What follows belongs to an exercise in optimizing a design on an open flow for small area and a short achievable clock period; a production flow would make more cautious choices. Function was checked by simulation only, so behaviour that the tests miss may differ from the original.

$ cat design.v
`timescale 1ns / 1ps
module Pipeline_1(
input clk,rst,
input [7:0]a,b,c,d,
output [7:0]out
    );
    reg [7:0]L12_x1, L12_x2, L12_d1;
    reg [15:0]L23_x3;
    reg  [7:0]L23_d2;
    reg [15:0]L3_result;
    always@(posedge clk)begin
      if(rst)begin 
        L12_x1 <= 0;
        L12_x2 <= 0;
        L12_d1 <= 0;
      end else begin
        L12_x1 <= a + b;
        L12_x2 <= c-d;
        L12_d1 <= d;  
      end    
    end
    always@(posedge clk)begin
      if(rst)begin
        L23_x3 <= 0;
      end else begin
        L23_x3 <= L12_x1 * L12_x2;
        L23_d2 <= L12_d1;
      end
    end 
    always@(posedge clk)begin
      if(rst)begin
        L3_result <= 0;
      end else begin
      if(L23_d2 != 0)
        L3_result <= L23_x3 / L23_d2;
      else 
        L3_result <= 0;
      end   
    end
    assign out = L3_result;
endmodule
$ cat run.sh
#!/bin/bash
# synth_recipe.tcl (not shown) runs the flow's synth.tcl, then flattens the netlist and writes it again
# the make line also repeats each setting of config.mk as NAME=value (left out here)
make -C /OpenROAD-flow-scripts/flow DESIGN_CONFIG=/design/flow/config.mk WORK_HOME=/design/flow/orfs CLKGATE_MAP_FILE= SYNTH_SCRIPT=/design/flow/synth_recipe.tcl finish
$ cat config.mk
export PLATFORM = sky130hd
export DESIGN_NAME = Pipeline_1
export DESIGN_NICKNAME = Pipeline_1
export VERILOG_FILES = /design/flow/design.v
export SDC_FILE = /design/flow/constraint.sdc
export NUM_CORES = 4
export LEC_CHECK = 0
export CAP_MARGIN = 20
export CORE_MARGIN = 2
export CORE_UTILIZATION = 40
export SLEW_MARGIN = 20
$ cat constraint.sdc
create_clock -name core_clock -period 36.0 [get_ports {clk}]
set_input_delay 7.2000 -clock core_clock [delete_from_list [all_inputs] [get_ports {clk}]]
set_output_delay 7.2000 -clock core_clock [all_outputs]
set_load 0.01 [all_outputs]
==> reports/metrics.yaml <==
multi_input_area_mm2: 0.007537
critPathRequiredTime_ns: 36.21
yosysTopAreaCell: "ha_1"
placedCellCount: 1435
syn_nets: 1354
synth_edf_count: 8
die_area_mm2: 0.02418
hpwlAfterDp_mm: 18.20
ys_top_cells_by_count: "ha_1, nand2_1, nor2_1, inv_1"
rsz0062_at_grt: "false"
max_stage_delay_ns: 0.76
max_slew_margin: 0.4149
start_util: 0.4067
cts_buffer_depth: 2
area_growth_pct: 9.581
tightest_slew_ns: 0.8740
drcViolationCount: 0
vias: 8075
syn_area_per_cell_um2: 8.117
grt.total_usage: 0.1926
wirelength_mm: 22.48
post_cts_resized: 0
crit_path_max_fanout: 17
end_kind: "register"
antenna_found_initial: 0
cts_tree: "built"
hold_class: "register to register"
skew_ns: 0.01190
ant_nets: 0
root_buffer: "clkbuf_16"
diodes: 0
period_share: 0.9141
syn-cell-area_mm2: 0.009180
seq_area_mm2: 0.001201
synth-seq-cells: 56
crit_top_cell: "o21a_1"
min_period_ns: 32.91
setup_ws_ns: 3.093
num_rows: 55
hold_buffers: 0
wire_per_inst_um: 15.58
grt_pass1_vias: 7870
finalNetCount: 1380
cts_buffers: 5
core_mm2: 0.02257
synth_cell_types: 86
cts.sinks: 56
dpl_worst_slack_ns: 3.573
synth.most_common_cell: "ha_1"
cp_top_family: "compound AO/OA/AOI/OAI gates"
place.gp.congestion: 0.8676
cp.buffers_inverters: 2
hold_viol_final: 0
synth_ff_type: "dfxtp_1"
yosysSeqAreaShare: 0.1308
critPathSlowestCell: "nor4b_4"
drt-pass1-iter-count: 4
slew_violations: 0
grt-ovfl-total: 0
layout-drive-gt1-share: 0.04922
status: "timing/DRC/antenna clean"
arrival_ns: 33.12
fin_hold_ws_ns: 0.4013
stdcell_count: 1443
path_clk_slew_ns: 0.09
synth-async-reset-ratio: 0
startpoint_type: "register"
numPortBuffers: 41
die_w_um: 155.5
max_freq_ghz: 0.03039
nFillCells: 2266
grt_pass1_wl_mm: 38.03
ys_warn_count: 1
synth_top_area_share: 0.2058
synth_cells: 1131
drtIter0Drc: 312
clock_latency_ns: 0.31
criticalPathCategory: "register to register"
fp.dieH_um: 155.5
grt_max_degree: 42
max_cap_viol_count: 0
io_pins: 42
netlist_top_cells_area: "ha_1, dfxtp_1, fa_1"
cts_setup_buffers: 0
via_per_inst: 5.596
setup_viol: 0
h-tree-depth: 2
fin_setup_tns_ns: 0
worst reg2reg max path, delay by kind of cell, from the launching register on:
| kind | cells | cell delay, ns |
|---|---|---|
| AOI/OAI and AO/OA | 72 | 15.95 |
| adders and majority gates | 15 | 4.64 |
| buffers and inverters | 2 | 0.30 |
| DFF | 1 | 0.50 |
| muxes | 6 | 2.19 |
| and+or+nand+nor | 37 | 9.26 |
kinds of logic (layout without fill, tap and decap cells):
group | Yosys count | after routing | synth area share
flip-flops | 56 | 56 | 0.1308
AO/OA/AOI/OAI | 288 | 288 | 0.2233
adder cells (fa/ha/maj) | 189 | 189 | 0.2887
XOR/XNOR | 59 | 59 | 0.05629
multiplexers | 31 | 31 | 0.03694
buffers and inverters | 116 | 143 | 0.04811
AND/OR/NAND/NOR | 392 | 392 | 0.2159
stage by stage:
step / instance area, um2 / utilization
finish: 10060 / 0.4457
global route: 10060 / 0.4457
CTS: 10060 / 0.4457
detailed placement: 9877 / 0.4376
global placement: 9877 / 0.4376
floorplan: 9180 / -
sequential cells by signal, summed over array words and instances, names as in the netlist:
register / count
L23_d2: 8
L12_x1: 8
L3_result: 8
L12_x2: 8
L12_d1: 8
L23_x3: 16
metal layers:
layer / track usage / up-vias / wire length [um]
li1: - / 4118 / -
met1: 0.2492 / 3744 / 10560
met2: 0.3367 / 178 / 10660
met3: 0.02089 / 35 / 761
met4: 0.05941 / 0 / 504
met5: 0 / - / 0
area by class of cell:
cell class / count / share of cell area
sequential: 56 / 0.1194
tap: 285 / 0.03545
inverter: 89 / 0.03321
multi-input combinational: 959 / 0.7493
clock buffer: 7 / 0.01517
timing repair buffer: 46 / 0.04453
clock inverter: 1 / 0.002985
final timing paths:
check | from | endpoint | slack (ns) | cells after the start
min reg2reg | L12_d1[1] | L23_d2[1] | 0.40 | 0
max | L23_d2[7] | L3_result[0] | 3.09 | 132
max reg2reg | L23_d2[7] | L3_result[0] | 3.09 | 132
min | L12_d1[1] | L23_d2[1] | 0.40 | 0
cell usage in the layout (no fill, tap or decap), types with 14 or more instances in the layout:
| master | netlist | layout |
|---|---|---|
| ha_1 | 151 | 151 |
| nand2_1 | 95 | 95 |
| nor2_1 | 94 | 94 |
| inv_1 | 89 | 89 |
| nor3_1 | 59 | 59 |
| a21oi_1 | 59 | 59 |
| dfxtp_1 | 48 | 48 |
| o21a_1 | 47 | 47 |
| xnor2_1 | 43 | 43 |
| o21ai_0 | 42 | 42 |
| and2_1 | 41 | 41 |
| clkdlybuf4s50_1 | 0 | 41 |
| fa_1 | 38 | 38 |
| a21o_1 | 29 | 29 |
| o31ai_1 | 22 | 22 |
| nor2b_1 | 20 | 20 |
| nand2b_1 | 18 | 18 |
| xor2_1 | 16 | 16 |
| mux2_2 | 14 | 14 |

[what the ideal ports hide]
No port has a modelled driver above. Below, the same layout with a new extraction and two added sets of constraints.
Step 1, drivers: a clkbuf_16 drives clk and a buf_2 each remaining input, both assumed.
Step 2 times the ports against the registers' clock, not the clock port: input delays grow and output delays shrink by t, the midpoint of the rising clock arrivals with the driver on.
Slacks: ideal / step 1 / step 2; pairs: ideal / step 1.
t (ns): 0.352
setup slack, ns: 3.093 / 3.093 / 3.093
worst setup path after step 2: register to register
clock arrival spread, ns: 0.012 / 0.012
After both steps this run still meets setup and hold. For this run, drivers alone change the setup slack by 0.000 ns; drivers and shift together by 0.000 ns.
